From an optimization exercise on the open Yosys and OpenROAD flow, aimed at small area, a short achievable clock period and few clock cycles; shortcuts taken in it are not production practice. At most, simulation tests tie the RTL to the original design; equivalence was not proved.

==> job 2509 <==
==> flow/design.v (excerpt) <==
module mod_mult_m_23 (
  input  wire        clk,
  input  wire        rst,
  input  wire        in_valid,
  input  wire [22:0] input_data0,
  input  wire [22:0] input_data1,
  output wire        out_valid,
  output reg  [22:0] output_data
);
==> flow/config.mk <==
export PLATFORM = sky130hd
export DESIGN_NAME = mod_mult_m_23
export DESIGN_NICKNAME = mod_mult_m_23
export VERILOG_FILES = /design/flow/design.v
export SDC_FILE = /design/flow/constraint.sdc
export NUM_CORES = 4
export LEC_CHECK = 0
export CAP_MARGIN = 5
export CORE_MARGIN = 2
export CORE_UTILIZATION = 50
export GPL_ROUTABILITY_DRIVEN = 0
export SETUP_SLACK_MARGIN = 4.4
export SLEW_MARGIN = 5
export SYNTH_HIERARCHICAL = 1
==> flow/constraint.sdc <==
create_clock -name core_clock -period 7.5 [get_ports {clk}]
set_input_delay 1.5000 -clock core_clock [delete_from_list [all_inputs] [get_ports {clk}]]
set_output_delay 1.5000 -clock core_clock [all_outputs]
set_load 0.01 [all_outputs]
standard.sh (not shown) runs the stock make flow with config.mk's settings and CLKGATE_MAP_FILE= SYNTH_SCRIPT=/design/flow/synth_recipe.tcl, a recipe that flattens the netlist after the stock synthesis.
==> flow/flow/run.sh <==
#!/bin/bash
# Own flow: the standard synthesis, then every combinational cell set to its
# smallest drive strength (timing repair upsizes where the margin needs it), then
# the standard layout with port buffers of the smallest buffer cell.
set -euo pipefail
bash standard.sh synth > synth.log 2>&1
R=orfs/results/sky130hd/mod_mult_m_23/base
cp $R/1_2_yosys.v 1_2_yosys.orig.v
python3 flow/downsize.py $R/1_2_yosys.v $FLOW_HOME/platforms/sky130hd/lib/sky130_fd_sc_hd__tt_025C_1v80.lib > downsize.log 2>&1
rm -f $R/1_synth.odb $R/1_synth.sdc
bash standard.sh "BUFFER_PORTS_ARGS=-buffer_cell sky130_fd_sc_hd__buf_1" finish > layout.log 2>&1
==> flow/flow/downsize.py <==
#!/usr/bin/env python3
"""Set every combinational cell of the synthesized netlist to its smallest drive
strength (same function and pins); timing repair later upsizes where needed.
Flip-flops and other sequential cells are left as synthesis made them.
usage: downsize.py NETLIST LIBERTY"""
import re, sys
net, lib = sys.argv[1], sys.argv[2]
lt = open(lib).read()
cells = set(re.findall(r'cell\s*\(\s*"?(sky130_fd_sc_hd__\w+?)"?\s*\)', lt))
seq = set(m for m in cells if re.search(r'__(df|dl|sdf|edf|sdl|lpflow|clk|probe|conb|tap|fill|decap|diode)', m))
txt = open(net).read()
count = {}
def repl(m):
    base, drv = m.group(1), m.group(2)
    full = base + '_' + drv
    if full in seq or base + '_1' in seq:
        return m.group(0)
    for small in ('0', '1'):
        cand = base + '_' + small
        if cand in cells and cand != full and int(small) < int(drv):
            count[full + '->' + cand] = count.get(full + '->' + cand, 0) + 1
            return cand + m.group(3)
    return m.group(0)
txt2 = re.sub(r'\b(sky130_fd_sc_hd__[a-z0-9]+?)_(\d+)(\s+[\\\w])', repl, txt)
open(net, 'w').write(txt2)
for k, v in sorted(count.items()):
    print(v, k)
==> inputs of job 5721, as changes to job 2509 <==
- CAP_MARGIN: 5 -> 20
- GPL_ROUTABILITY_DRIVEN: 0 -> not set
- SETUP_SLACK_MARGIN: 4.4 -> 4.2
- SLEW_MARGIN: 5 -> 20
==> comparison <==
Sequential cell count is the same in job 5721 and job 2509.
In job 2509 the global-route usage is lower than in job 5721, by 0.23 points.
Cell area: job 5721 is smaller than job 2509 (about 0.8%).
Of job 5721 and job 2509, job 2509 has the higher cell count (gap 0.28%, measured against job 2509).
Job 5721 completed with no timing, DRC or antenna violations. Job 2509 passed the timing, design-rule and antenna checks.
Against job 5721, the clock skew of job 2509 is lower by 0.010 ns.
Between job 2509 and job 5721, the lower core utilization is in job 5721 (gap 0.46 points).
Against job 2509, the via count of job 5721 is lower by 1.2%.
Of job 2509 and job 5721, job 2509 has the higher routed wire length (gap 0.65%, measured against job 5721).
==> figures <==
Data arrival time of the worst path: job 2509 3.46 ns; job 5721 3.57 ns
Gates resized, CTS repair: job 2509 38; job 5721 22
Run status: job 2509 timing/DRC/antenna clean; job 5721 timing/DRC/antenna clean
Post-layout util: job 2509 0.573; job 5721 0.568
Area occupied by registers: job 2509 5810 sq um; job 5721 5750 sq um
Setup slack after layout: job 2509 4.46 ns; job 5721 4.35 ns
Met3 Routed Length: job 2509 4980 um; job 5721 4480 um
Worst-Skew Late Latency: job 2509 0.55 ns; job 5721 0.56 ns
GRT met2 Usage: job 2509 0.475; job 5721 0.476
Number of clock-tree buffers in the layout: job 2509 46; job 5721 48
Number of diodes added for antenna fixing: job 2509 1; job 5721 0
Final worst path period share: job 2509 0.406; job 5721 0.419
Via count of the first global-routing pass: job 2509 15,896; job 5721 16,114
Multi-input gates: job 2509 1,344; job 5721 1,343
DP Area: job 2509 22,600 sq um; job 5721 22,700 sq um
Testbench counts of job 2509, summed over its fixed seeds: cycles 24,040.
Testbench counts of job 5721, summed over its fixed seeds: cycles 24,040.

* * *

==> 08-16 <==
mod_mult_m_23, a different RTL version from the one above (not shown whole).
// mod_mult_m_23
module mod_mult_m_23 (
  input  wire        clk,
  input  wire        rst,
  input  wire        in_valid,
  input  wire [22:0] input_data0,
  input  wire [22:0] input_data1,
  output wire        out_valid,
  output reg  [22:0] output_data
);
clock: 7.5 ns
lec_check: 0
cap_margin: 20
core_margin: 2
core_utilization: 40
slew_margin: 20
synth_hierarchical: 1
run.sh (not shown) runs the stock make flow with config.mk's settings and CLKGATE_MAP_FILE= SYNTH_SCRIPT=/design/flow/synth_recipe.tcl, a recipe that flattens the netlist after the stock synthesis.
Stock flow here: none of the scripts above is used.
==> 04-15 (differences from 08-16) <==
--- a/flow/config.mk
+++ b/flow/config.mk
@@ -10,2 +10,3 @@
 export CORE_UTILIZATION = 40
+export SETUP_SLACK_MARGIN = 4
 export SLEW_MARGIN = 20
==> comparison table <==
metric                                                                        08-16                    04-15
Result of the run                                           complete, no violations  complete, no violations
Worst Hold Path EP                                                    valid_pipe[2]            valid_pipe[3]
Clock-cell share                                                              2.72%                    2.04%
Count of buffers added by post-CTS timing repair for setup                        0                      189
Met3 Resource Use GR                                                          3.47%                    4.55%
Average wire length per cell after detail routing                           20.1 µm                  21.5 µm
Fin Hold WS                                                                0.357 ns                 0.353 ns
Worst path arrival time                                                     7.29 ns                  6.21 ns
Clock buf count                                                                  20                       21
Met2 global-route usage                                                       38.1%                    41.0%
Multi-input gate share of total cell area                                     72.5%                    68.5%
Register cell area after layout                                            2960 µm²                 3040 µm²
First-pass GRT wire length                                                  89.3 mm                  99.8 mm
Max-Slew Margin vs Limit                                                      35.9%                    36.4%
Area of combinational cells with multiple inputs                          17000 µm²                19300 µm²
DR iter-0 viols                                                                 746                      943
FMAX                                                                        144 MHz                  171 MHz
Worst setup path end                                                          x1367                    x1363
Via count of the first global-routing pass                                    16000                    17300
No run of this note included a check of the RTL's function; only the layout flow was run.

## port drivers added, routing unchanged
Ports are ideal in the flow. The routed layouts listed here were re-timed in OpenROAD. Step 1: set_driving_cell puts a clkbuf_16 on clk and a buf_2 on each other input, an assumption about the parent block. Step 2 also shifts input and output timing later by t, the mid clock arrival at the registers, as if the neighbouring blocks saw the same clock. Three values: ideal, step 1, step 2; two values: the first two.
| run | shift t [ns] | setup WS [ns] | worst setup path after step 2 | clock arrival spread, ns |
|---|---|---|---|---|
| job 2509 | 0.597 | 4.458 / 4.458 / 4.458 | register to register | 0.015 / 0.015 |
| job 5721 | 0.605 | 4.354 / 4.354 / 4.354 | register to register | 0.026 / 0.027 |
| 08-16 | 0.539 | 0.560 / 0.560 / 0.560 | register to register | 0.022 / 0.022 |
| 04-15 | 0.553 | 1.648 / 1.648 / 1.648 | register to register | 0.030 / 0.031 |
After both steps setup and hold are still met in every run listed.
